This is an optimization exercise on Yosys and OpenROAD, whose aim is small area, a short achievable clock period and few clock cycles, not a production implementation.
Where RTL was checked, it was by simulation tests only, not by an equivalence proof against the original.
Power figures rest on the tool's default switching activity, not on a simulated workload.

==> inputs of trial 74 <==
==> flow/design.v (excerpt) <==
module single_cycle_risc (
  input         clk,
  input         rst,
  output [31:0] imem_addr,
  input  [31:0] imem_data,
  output        wb_valid,
  output [4:0]  wb_rd,
  output [31:0] wb_data
);
make LEC_CHECK=0 CAP_MARGIN=30 CELL_PAD_IN_SITES_DETAIL_PLACEMENT=1 CELL_PAD_IN_SITES_GLOBAL_PLACEMENT=2 CORE_MARGIN=2 CORE_UTILIZATION=30 PLACE_DENSITY=0.35 SLEW_MARGIN=30 finish   # period 25.0 ns
run.sh (not shown) runs the stock make flow with config.mk's settings and CLKGATE_MAP_FILE= SYNTH_SCRIPT=/design/flow/synth_recipe.tcl, a recipe that flattens the netlist after the stock synthesis.
==> build 97 (differences from trial 74) <==
--- a/flow/design.v
+++ b/flow/design.v
@@ -8,10 +8,15 @@
   output [31:0] wb_data
 );
 reg [31:0] pc_f;
 reg [31:0] ir;
 reg        v_x;
+reg [31:0] a_r, b_r;  
+reg        fx1, fx2;  
+reg [31:0] pc_x;    
+reg        p_x;     
+reg [1:0]  w_x;     
 reg        wb_valid_r;
 reg [4:0]  wb_rd_r;
 reg [31:0] wb_data_r;
 assign imem_addr = pc_f;
 assign wb_valid  = wb_valid_r;
@@ -37,20 +42,28 @@
 wire [31:0] imm_s = {{20{ir[31]}}, ir[31:25], ir[11:7]};
 wire [31:0] imm_b = {{19{ir[31]}}, ir[31], ir[7], ir[30:25], ir[11:8], 1'b0};
 wire [31:0] imm_u = {ir[31:12], 12'b0};
 wire [31:0] imm_j = {{11{ir[31]}}, ir[31], ir[19:12], ir[20], ir[30:21], 1'b0};
 reg [1023:32] rf;
-reg [31:0] rv1, rv2;
+wire [4:0] f_rs1 = imem_data[19:15];
+wire [4:0] f_rs2 = imem_data[24:20];
+reg [31:0] rf1, rf2;
 integer k;
 always @* begin
-  rv1 = 32'b0;
-  rv2 = 32'b0;
+  rf1 = 32'b0;
+  rf2 = 32'b0;
   for (k = 1; k < 32; k = k + 1) begin
-    rv1 = rv1 | ({32{rs1 == k}} & rf[32*k +: 32]);
-    rv2 = rv2 | ({32{rs2 == k}} & rf[32*k +: 32]);
-  end
-end
+    rf1 = rf1 | ({32{f_rs1 == k}} & rf[32*k +: 32]);
+    rf2 = rf2 | ({32{f_rs2 == k}} & rf[32*k +: 32]);
+  end
+end
+wire        byp1 = wb_valid_r & (wb_rd_r == f_rs1);
+wire        byp2 = wb_valid_r & (wb_rd_r == f_rs2);
+wire [31:0] f_rv1 = byp1 ? wb_data_r : rf1;
+wire [31:0] f_rv2 = byp2 ? wb_data_r : rf2;
+wire [31:0] rv1 = fx1 ? wb_data_r : a_r;
+wire [31:0] rv2 = fx2 ? wb_data_r : b_r;
 wire [31:0] opb = (is_op | is_branch) ? rv2 : imm_i;
 wire        sub = is_branch | (is_op & ir[30] & (f3 == 3'b000)) | (f3[2:1] == 2'b01);
 wire [32:0] sum = {1'b0, rv1} + {1'b0, opb ^ {32{sub}}} + {32'b0, sub};
 wire        ltu = ~sum[32];
 wire        lts = (rv1[31] ^ opb[31]) ? rv1[31] : sum[31];
@@ -139,40 +152,81 @@
   for (sw = 0; sw < 8; sw = sw + 1)
     for (sj = 0; sj < 4; sj = sj + 1)
       if (st_en & lane_en[sj] & (lane_w[sj] == sw))
         dm[8*(sw*4+sj) +: 8] <= st_data[sj*8 +: 8];
 end
-wire [31:0] pc_x   = pc_f - 32'd4;
+localparam NB = 3, TB = 6, GB = 8;
+reg  [NB-1:0]   bv;
+reg  [TB*NB-1:0] btag;
+reg  [GB*NB-1:0] btgt;
+reg  [1:0]      bptr;
+reg  [NB-1:0]   bhit;
+reg  [GB-1:0]   bsel;
+reg  [1:0]      bway;
+integer b;
+always @* begin
+  bsel = {GB{1'b0}};
+  bway = 2'd0;
+  for (b = 0; b < NB; b = b + 1) begin
+    bhit[b] = bv[b] & (btag[TB*b +: TB] == pc_f[TB+1:2]);
+    bsel = bsel | ({GB{bhit[b]}} & btgt[GB*b +: GB]);
+    if (bhit[b]) bway = b;
+  end
+end
+wire        bhit_any = |bhit;
+wire [31:0] pc_seq   = pc_f + 32'd4;
+wire [31:0] pc_pred  = bhit_any ? {pc_f[31:GB+2], bsel, 2'b00} : pc_seq;
 wire [31:0] tgt_imm = is_jal ? imm_j : (is_auipc ? imm_u : imm_b);
 wire [31:0] tgt    = pc_x + tgt_imm;
+wire [31:0] link   = pc_x + 32'd4;
 wire        taken  = f3[2] ? (f3[1] ? ltu : lts) ^ f3[0] : eq ^ f3[0];
-wire        redirect = v_x & (is_jal | is_jalr | (is_branch & taken));
-wire [31:0] npc    = is_jalr ? {sum[31:1], 1'b0} : tgt;
+wire        jump   = is_jal | (is_branch & taken);
+wire        tgt_ne = (tgt != pc_f);
+wire        redirect = v_x & (is_jalr | (jump ? tgt_ne : p_x));
+wire [31:0] npc    = is_jalr ? {sum[31:1], 1'b0} : (jump ? tgt : link);
+wire        bupd   = v_x & jump & tgt_ne;
 reg [31:0] result;
 always @* begin
   if (is_load)               result = ld_val;
-  else if (is_jal | is_jalr) result = pc_f;
+  else if (is_jal | is_jalr) result = link;
   else if (is_lui)           result = imm_u;
   else if (is_auipc)         result = tgt;
   else                       result = alu;
 end
 always @(posedge clk) begin
   if (rst) begin
     pc_f       <= 32'b0;
     v_x        <= 1'b0;
     wb_valid_r <= 1'b0;
+    bv         <= {NB{1'b0}};
+    bptr       <= 2'd0;
   end else begin
-    pc_f       <= redirect ? npc : pc_f + 32'd4;
+    pc_f       <= redirect ? npc : pc_pred;
     v_x        <= ~redirect;
     wb_valid_r <= rf_we;
+    if (bupd & ~p_x) begin
+      bv[bptr] <= 1'b1;
+      bptr     <= (bptr == NB - 1) ? 2'd0 : bptr + 2'd1;
+    end
+  end
+  if (bupd) begin
+    btag[TB*(p_x ? w_x : bptr) +: TB] <= pc_x[TB+1:2];
+    btgt[GB*(p_x ? w_x : bptr) +: GB] <= tgt[GB+1:2];
   end
   ir        <= imem_data;
+  a_r       <= f_rv1;
+  b_r       <= f_rv2;
+  fx1       <= rf_we & (rd == f_rs1);
+  fx2       <= rf_we & (rd == f_rs2);
+  pc_x      <= pc_f;
+  p_x       <= bhit_any;
+  w_x       <= bway;
   wb_rd_r   <= rd;
   wb_data_r <= result;
 end
 integer wk;
 always @(posedge clk) begin
   for (wk = 1; wk < 32; wk = wk + 1)
-    if (rf_we & (rd == wk))
-      rf[32*wk +: 32] <= result;
+    if (wb_valid_r & (wb_rd_r == wk))
+      rf[32*wk +: 32] <= wb_data_r;
 end
 endmodule
==> flow/flow/run.sh (new file) <==
#!/bin/bash
set -euo pipefail
bash standard.sh SETUP_SLACK_MARGIN=19 TNS_END_PERCENT=100 finish > standard_flow.log 2>&1
==> flow/standard.sh (new file) <==
#!/bin/bash
# synth_recipe.tcl (not shown) runs the flow's synth.tcl, then flattens the netlist and writes it again
# the make line also repeats each setting of config.mk as NAME=value (left out here)
make -C /OpenROAD-flow-scripts/flow DESIGN_CONFIG=/design/flow/config.mk WORK_HOME=/design/flow/orfs CLKGATE_MAP_FILE= SYNTH_SCRIPT=/design/flow/synth_recipe.tcl "${@:-finish}"
removed: flow/run.sh
==> trial 95 (differences from trial 74) <==
--- a/flow/design.v
+++ b/flow/design.v
@@ -8,10 +8,13 @@
   output [31:0] wb_data
 );
 reg [31:0] pc_f;
 reg [31:0] ir;
 reg        v_x;
+reg [31:0] pc_x;    
+reg        p_x;     
+reg [1:0]  w_x;     
 reg        wb_valid_r;
 reg [4:0]  wb_rd_r;
 reg [31:0] wb_data_r;
 assign imem_addr = pc_f;
 assign wb_valid  = wb_valid_r;
@@ -37,20 +40,24 @@
 wire [31:0] imm_s = {{20{ir[31]}}, ir[31:25], ir[11:7]};
 wire [31:0] imm_b = {{19{ir[31]}}, ir[31], ir[7], ir[30:25], ir[11:8], 1'b0};
 wire [31:0] imm_u = {ir[31:12], 12'b0};
 wire [31:0] imm_j = {{11{ir[31]}}, ir[31], ir[19:12], ir[20], ir[30:21], 1'b0};
 reg [1023:32] rf;
-reg [31:0] rv1, rv2;
+reg [31:0] rf1, rf2;
 integer k;
 always @* begin
-  rv1 = 32'b0;
-  rv2 = 32'b0;
+  rf1 = 32'b0;
+  rf2 = 32'b0;
   for (k = 1; k < 32; k = k + 1) begin
-    rv1 = rv1 | ({32{rs1 == k}} & rf[32*k +: 32]);
-    rv2 = rv2 | ({32{rs2 == k}} & rf[32*k +: 32]);
-  end
-end
+    rf1 = rf1 | ({32{rs1 == k}} & rf[32*k +: 32]);
+    rf2 = rf2 | ({32{rs2 == k}} & rf[32*k +: 32]);
+  end
+end
+wire byp1 = wb_valid_r & (wb_rd_r == rs1);
+wire byp2 = wb_valid_r & (wb_rd_r == rs2);
+wire [31:0] rv1 = byp1 ? wb_data_r : rf1;
+wire [31:0] rv2 = byp2 ? wb_data_r : rf2;
 wire [31:0] opb = (is_op | is_branch) ? rv2 : imm_i;
 wire        sub = is_branch | (is_op & ir[30] & (f3 == 3'b000)) | (f3[2:1] == 2'b01);
 wire [32:0] sum = {1'b0, rv1} + {1'b0, opb ^ {32{sub}}} + {32'b0, sub};
 wire        ltu = ~sum[32];
 wire        lts = (rv1[31] ^ opb[31]) ? rv1[31] : sum[31];
@@ -139,40 +146,77 @@
   for (sw = 0; sw < 8; sw = sw + 1)
     for (sj = 0; sj < 4; sj = sj + 1)
       if (st_en & lane_en[sj] & (lane_w[sj] == sw))
         dm[8*(sw*4+sj) +: 8] <= st_data[sj*8 +: 8];
 end
-wire [31:0] pc_x   = pc_f - 32'd4;
+localparam NB = 3, TB = 6, GB = 8;
+reg  [NB-1:0]   bv;
+reg  [TB*NB-1:0] btag;
+reg  [GB*NB-1:0] btgt;
+reg  [1:0]      bptr;
+reg  [NB-1:0]   bhit;
+reg  [GB-1:0]   bsel;
+reg  [1:0]      bway;
+integer b;
+always @* begin
+  bsel = {GB{1'b0}};
+  bway = 2'd0;
+  for (b = 0; b < NB; b = b + 1) begin
+    bhit[b] = bv[b] & (btag[TB*b +: TB] == pc_f[TB+1:2]);
+    bsel = bsel | ({GB{bhit[b]}} & btgt[GB*b +: GB]);
+    if (bhit[b]) bway = b;
+  end
+end
+wire        bhit_any = |bhit;
+wire [31:0] pc_seq   = pc_f + 32'd4;
+wire [31:0] pc_pred  = bhit_any ? {pc_f[31:GB+2], bsel, 2'b00} : pc_seq;
 wire [31:0] tgt_imm = is_jal ? imm_j : (is_auipc ? imm_u : imm_b);
 wire [31:0] tgt    = pc_x + tgt_imm;
+wire [31:0] link   = pc_x + 32'd4;
 wire        taken  = f3[2] ? (f3[1] ? ltu : lts) ^ f3[0] : eq ^ f3[0];
-wire        redirect = v_x & (is_jal | is_jalr | (is_branch & taken));
-wire [31:0] npc    = is_jalr ? {sum[31:1], 1'b0} : tgt;
+wire        jump   = is_jal | (is_branch & taken);
+wire        tgt_ne = (tgt != pc_f);
+wire        redirect = v_x & (is_jalr | (jump ? tgt_ne : p_x));
+wire [31:0] npc    = is_jalr ? {sum[31:1], 1'b0} : (jump ? tgt : link);
+wire        bupd   = v_x & jump & tgt_ne;
 reg [31:0] result;
 always @* begin
   if (is_load)               result = ld_val;
-  else if (is_jal | is_jalr) result = pc_f;
+  else if (is_jal | is_jalr) result = link;
   else if (is_lui)           result = imm_u;
   else if (is_auipc)         result = tgt;
   else                       result = alu;
 end
 always @(posedge clk) begin
   if (rst) begin
     pc_f       <= 32'b0;
     v_x        <= 1'b0;
     wb_valid_r <= 1'b0;
+    bv         <= {NB{1'b0}};
+    bptr       <= 2'd0;
   end else begin
-    pc_f       <= redirect ? npc : pc_f + 32'd4;
+    pc_f       <= redirect ? npc : pc_pred;
     v_x        <= ~redirect;
     wb_valid_r <= rf_we;
+    if (bupd & ~p_x) begin
+      bv[bptr] <= 1'b1;
+      bptr     <= (bptr == NB - 1) ? 2'd0 : bptr + 2'd1;
+    end
+  end
+  if (bupd) begin
+    btag[TB*(p_x ? w_x : bptr) +: TB] <= pc_x[TB+1:2];
+    btgt[GB*(p_x ? w_x : bptr) +: GB] <= tgt[GB+1:2];
   end
   ir        <= imem_data;
+  pc_x      <= pc_f;
+  p_x       <= bhit_any;
+  w_x       <= bway;
   wb_rd_r   <= rd;
   wb_data_r <= result;
 end
 integer wk;
 always @(posedge clk) begin
   for (wk = 1; wk < 32; wk = wk + 1)
-    if (rf_we & (rd == wk))
-      rf[32*wk +: 32] <= result;
+    if (wb_valid_r & (wb_rd_r == wk))
+      rf[32*wk +: 32] <= wb_data_r;
 end
 endmodule
==> flow/flow/run.sh (new file) <==
#!/bin/bash
set -euo pipefail
bash standard.sh SETUP_SLACK_MARGIN=18.5 TNS_END_PERCENT=0 finish > standard_flow.log 2>&1
==> flow/standard.sh (new file) <==
#!/bin/bash
# synth_recipe.tcl (not shown) runs the flow's synth.tcl, then flattens the netlist and writes it again
# the make line also repeats each setting of config.mk as NAME=value (left out here)
make -C /OpenROAD-flow-scripts/flow DESIGN_CONFIG=/design/flow/config.mk WORK_HOME=/design/flow/orfs CLKGATE_MAP_FILE= SYNTH_SCRIPT=/design/flow/synth_recipe.tcl "${@:-finish}"
removed: flow/run.sh
==> comparison <==
- In build 97 the count of clock-buffer cells in the layout is higher than in trial 74, by 24.
- The lowest combinational power belongs to trial 74, the highest to build 97.
- Build 97 completed with no timing, DRC or antenna violations. Trial 74 completed without violations. Trial 95 passed the timing, design-rule and antenna checks.
- The highest utilization belongs to build 97, the lowest to trial 74.
- Via count: trial 74 < trial 95 < build 97.
- Between trial 74 and trial 95, the lower global-route usage is in trial 74 (gap 0.72 points).
- Worst setup slack, lowest first: trial 74, trial 95, build 97.
- Against trial 95, the wire length of build 97 is higher by about 6%.
- Of trial 95 and trial 74, trial 74 has the higher sequential share of layout area (gap 3.0 points).
- The highest cell count belongs to build 97, the lowest to trial 74.
Testbench counts of trial 74, summed over its fixed seeds: cycles 36,730.
The RTL of build 97 and trial 95 was laid out without a check of its function.

========
==> inputs of job 4422 <==
Another version of the RTL of single_cycle_risc (not shown whole).
## single_cycle_risc
module single_cycle_risc (
  input         clk,
  input         rst,
  output [31:0] imem_addr,
  input  [31:0] imem_data,
  output        wb_valid,
  output [4:0]  wb_rd,
  output [31:0] wb_data
);
export LEC_CHECK = 0
export CAP_MARGIN = 30
export CELL_PAD_IN_SITES_DETAIL_PLACEMENT = 0
export CELL_PAD_IN_SITES_GLOBAL_PLACEMENT = 0
export CORE_MARGIN = 2
export CORE_UTILIZATION = 40
export PLACE_DENSITY = 0.5
export SLEW_MARGIN = 30
export SYNTH_HIERARCHICAL = 1
create_clock -name core_clock -period 25.0 [get_ports {clk}]
standard.sh (not shown) runs the stock make flow with config.mk's settings and CLKGATE_MAP_FILE= SYNTH_SCRIPT=/design/flow/synth_recipe.tcl, a recipe that flattens the netlist after the stock synthesis.
==> flow/flow/run.sh <==
#!/bin/bash
# Layout: the standard ORFS flow (standard.sh), with
#  - timing repair aimed well below the design's clock period (a setup-slack
#    margin), so that the period the layout achieves gets optimised;
#  - port buffers of a stronger cell than the default delay buffer;
set -euo pipefail
CTS="-sink_clustering_enable -repair_clock_nets -sink_clustering_size 20 -sink_clustering_max_diameter 100 -dont_use_dummy_load -buf_list {sky130_fd_sc_hd__clkbuf_8 sky130_fd_sc_hd__clkbuf_16}"
bash standard.sh SETUP_SLACK_MARGIN=${MARGIN:-18.5} TNS_END_PERCENT=${TNS:-0} \
  "BUFFER_PORTS_ARGS=-buffer_cell sky130_fd_sc_hd__buf_4" "CTS_ARGS=$CTS" finish > standard_flow.log 2>&1
==> job 3724: changes against job 4422 <==
--- a/flow/design.v
+++ b/flow/design.v
@@ -237,31 +237,40 @@
     sel32n u1 (.s(s1), .d(d), .yn(f_an[r]));
     sel32n u2 (.s(s2), .d(d), .yn(f_bn[r]));
   end
 endgenerate
 wire [31:0] f_immb = {{19{ins[31]}}, ins[31], ins[7], ins[30:25], ins[11:8], 1'b0};
 wire [31:0] f_immj = {{11{ins[31]}}, ins[31], ins[19:12], ins[20], ins[30:21], 1'b0};
 wire [31:0] pc_seq = pc_f + 32'd4;
-wire [20:0] f_off = f_jal ? f_immj[20:0] : f_immb[20:0];
-wire [21:0] t_lo;
-add21 u_t (.a(pc_f[20:0]), .b(f_off), .s(t_lo));
+wire [13:0] tb_lo;
+wire [21:0] tj_lo;
+add13 u_tb (.a(pc_f[12:0]), .b(f_immb[12:0]), .s(tb_lo));
+add21 u_tj (.a(pc_f[20:0]), .b(f_immj[20:0]), .s(tj_lo));
+wire [18:0] pb    = pc_f[31:13];
+wire [18:0] pb_p1 = pb + 19'd1;
+wire [18:0] pb_m1 = pb - 19'd1;
 wire [10:0] pj    = pc_f[31:21];
 wire [10:0] pj_p1 = pj + 11'd1;
 wire [10:0] pj_m1 = pj - 11'd1;
+wire [18:0] hb1 = ins[31] ? pb : pb_p1;
+wire [18:0] hb0 = ins[31] ? pb_m1 : pb;
 wire [10:0] hj1 = ins[31] ? pj : pj_p1;
 wire [10:0] hj0 = ins[31] ? pj_m1 : pj;
-wire [31:0] f_tgt;
-assign f_tgt[20:0] = t_lo[20:0];
+wire [31:0] f_tgtb, f_tgtj;
+assign f_tgtb[12:0] = tb_lo[12:0];
+assign f_tgtj[20:0] = tj_lo[20:0];
 genvar t;
 generate
-  for (t = 21; t < 32; t = t + 1) begin : g_t
-    mux2c u (.s(t_lo[21]), .a1(hj1[t-21]), .a0(hj0[t-21]), .y(f_tgt[t]));
+  for (t = 13; t < 32; t = t + 1) begin : g_tb
+    mux2c u (.s(tb_lo[13]), .a1(hb1[t-13]), .a0(hb0[t-13]), .y(f_tgtb[t]));
+  end
+  for (t = 21; t < 32; t = t + 1) begin : g_tj
+    mux2c u (.s(tj_lo[21]), .a1(hj1[t-21]), .a0(hj0[t-21]), .y(f_tgtj[t]));
   end
 endgenerate
-wire        f_pt = f_jal | (f_branch & ins[31]);    
 wire [31:0] rv1 = ~a_rn;
 wire [31:0] rv2 = ~b_rn;
 wire [31:0] opa = x_lui ? 32'b0 : (x_auipc ? alt_r : rv1);
 wire [31:0] opb = x_use2 ? rv2 : imm_r;
 wire [32:0] sum = {1'b0, opa} + {1'b0, opb ^ {32{x_sub}}} + {32'b0, x_sub};
 wire        ltu = ~sum[32];
 wire        lts = (opa[31] ^ opb[31]) ? opa[31] : sum[31];
@@ -352,33 +361,34 @@
         dm[8*(sw*4+sj) +: 8] <= st_data[sj*8 +: 8];
 end
 wire        taken    = f3_x[2] ? ((f3_x[1] ? ltu : lts) ^ f3_x[0]) : (eq ^ f3_x[0]);
 wire        redirect = v_x & (x_jalr | (x_branch & (taken ^ x_pt)));
 wire [31:0] npc      = x_jalr ? {sum[31:1], 1'b0} : alt_r;
 wire        rf_we    = v_x & x_wr;
 wire        sel_npc = redirect;
-wire        sel_t   = ~redirect & f_pt;
-wire        sel_seq = ~redirect & ~f_pt;
-wire [31:0] pc_next = ({32{sel_npc}} & npc) | ({32{sel_t}} & f_tgt) |
-                      ({32{sel_seq}} & pc_seq);
+wire        sel_tj  = ~redirect & f_jal;
+wire        sel_tb  = ~redirect & f_branch & ins[31];
+wire        sel_seq = ~redirect & ~f_jal & ~(f_branch & ins[31]);
+wire [31:0] pc_next = ({32{sel_npc}} & npc) | ({32{sel_tj}} & f_tgtj) |
+                      ({32{sel_tb}} & f_tgtb) | ({32{sel_seq}} & pc_seq);
 wire [31:0] result = x_load ? ld_val : (x_link ? alt_r : alu);
 always @(posedge clk) begin
   if (rst) begin
     pc_f       <= 32'b0;
     v_x        <= 1'b0;
     wb_valid_r <= 1'b0;
   end else begin
     pc_f       <= pc_next;
     v_x        <= ~redirect;
     wb_valid_r <= rf_we;
   end
   a_rn     <= (rf_we & (rd_x == f_rs1)) ? ~result : f_an;
   b_rn     <= (rf_we & (rd_x == f_rs2)) ? ~result : f_bn;
   imm_r    <= f_imm;
-  alt_r    <= ({32{f_branch & ~ins[31]}} & f_tgt) | ({32{~(f_branch & ~ins[31])}} & pc_seq);
+  alt_r    <= ({32{f_branch & ~ins[31]}} & f_tgtb) | ({32{~(f_branch & ~ins[31])}} & pc_seq);
   rd_x     <= f_rd;
   f3_x     <= f_f3;
   op_x     <= f_arith ? f_f3 : 3'b000;
   x_load   <= f_load;
   x_store  <= f_store;
   x_branch <= f_branch;
   x_jalr   <= f_jalr;
CELL_PAD_IN_SITES_DETAIL_PLACEMENT = 1   (was 0)
CELL_PAD_IN_SITES_GLOBAL_PLACEMENT = 2   (was 0)
CORE_UTILIZATION = 45   (was 40)
PLACE_DENSITY = 0.62   (was 0.5)
==> job 7630: changes against job 4422 <==
==> flow/flow/run.sh (replaced) <==
#!/bin/bash
# Layout: the standard ORFS flow (standard.sh), with
#  - timing repair aimed well below the design's clock period (a setup-slack
#    margin), so that the period the layout achieves gets optimised;
#  - port buffers of a stronger cell than the default delay buffer;
set -euo pipefail
CTS="-sink_clustering_enable -repair_clock_nets -sink_clustering_size 26 -sink_clustering_max_diameter 100 -dont_use_dummy_load -buf_list {sky130_fd_sc_hd__clkbuf_8 sky130_fd_sc_hd__clkbuf_16}"
bash standard.sh SETUP_SLACK_MARGIN=${MARGIN:-18.5} TNS_END_PERCENT=${TNS:-0} \
  "BUFFER_PORTS_ARGS=-buffer_cell sky130_fd_sc_hd__buf_4" "CTS_ARGS=$CTS" finish > standard_flow.log 2>&1
CELL_PAD_IN_SITES_DETAIL_PLACEMENT = 1   (was 0)
CELL_PAD_IN_SITES_GLOBAL_PLACEMENT = 2   (was 0)
PLACE_DENSITY = 0.45   (was 0.5)
==> results by group <==
Detailed routing
  – Via density: 6.92

Outcome
  – Run status: complete, no violations

Critical path
  – CP Max Fanout: 32
  – Crit-path cells: buf_4 -> inv_1 -> nand3_2 -> nor3_4 -> buf_4 -> a222oi_1 -> nand4_1 -> nor3_2 -> nand2_1 -> o21ai_0

Finish
  – Multi-In Gates: 3393

Logic synthesis
  – Register area share after synthesis: 59.3%

Clock tree
  – Num CTS Buffers: 70

Global routing
  – First-pass GRT wire length: 427 mm
  – Via count of the first global-routing pass: 53700
That was job 7630.
==> results by group <==
Outcome
  – Run status: complete, no violations

Finish
  – Multi-In Gates: 3617

Global routing
  – Via count of the first global-routing pass: 55700
  – First-pass GRT wire length: 420 mm

Critical path
  – CP Max Fanout: 9

Detailed routing
  – Via density: 7.09

Logic synthesis
  – Register area share after synthesis: 57.6%

Clock tree
  – Num CTS Buffers: 88
That was job 3724.
==> results by group <==
Outcome
  – Run status: complete, no violations

Global routing
  – Via count of the first global-routing pass: 51500
  – First-pass GRT wire length: 407 mm

Finish
  – Multi-In Gates: 3392

Critical path
  – Crit-path cells: buf_12 -> clkinvlp_4 -> buf_4 -> buf_4 -> nand3_4 -> nor3_4 -> buf_8 -> a222oi_1 -> nand4_1 -> nor3_4 -> nand2_1 -> o21ai_0

Logic synthesis
  – Register area share after synthesis: 59.3%
That was job 4422.
Testbench counts of job 4422, summed over its fixed seeds: cycles 32,822.
Testbench counts of job 7630, summed over its fixed seeds: cycles 32,822.
Function not checked in job 3724: the RTL went through the layout flow alone.

## separate check: timing with driven ports
No port has a modelled driver above. Below, the same layouts with a new extraction and two added sets of constraints. Step 1: set_driving_cell puts a clkbuf_16 on clk and a buf_2 on each other input, an assumption about the parent block. Step 2 also shifts input and output timing later by t, the mid clock arrival at the registers, as if the neighbouring blocks saw the same clock. Three values: ideal, step 1, step 2; two values: the first two.
| run | t (ns) | setup slack, ns | worst hold slack (ns) | worst setup path at the end | cell pins on the clock port's net |
|---|---|---|---|---|---|
| trial 74 | 0.921 | 14.064 / 14.064 / 14.064 | 0.437 / 0.437 / 0.437 | register to register | 1 |
| build 97 | 0.950 | 18.434 / 18.272 / 17.322 | 0.496 / 0.496 / 0.496 | input to register | 1 |
| trial 95 | 0.949 | 17.763 / 17.763 / 17.763 | 0.463 / 0.463 / 0.463 | register to register | 1 |
| job 4422 | 0.783 | 17.654 / 17.689 / 16.906 | 0.408 / 0.408 / 0.408 | input to register | 1 |
| job 3724 | 0.780 | 17.949 / 17.989 / 17.209 | 0.383 / 0.383 / 0.383 | input to register | 1 |
| job 7630 | 0.780 | 17.814 / 17.881 / 17.101 | 0.399 / 0.399 / 0.399 | input to register | 1 |
After both steps setup and hold are still met in every run listed. The setup slack of build 97, which loses most, moves by -0.162 ns with the drivers and by -1.112 ns with both steps.
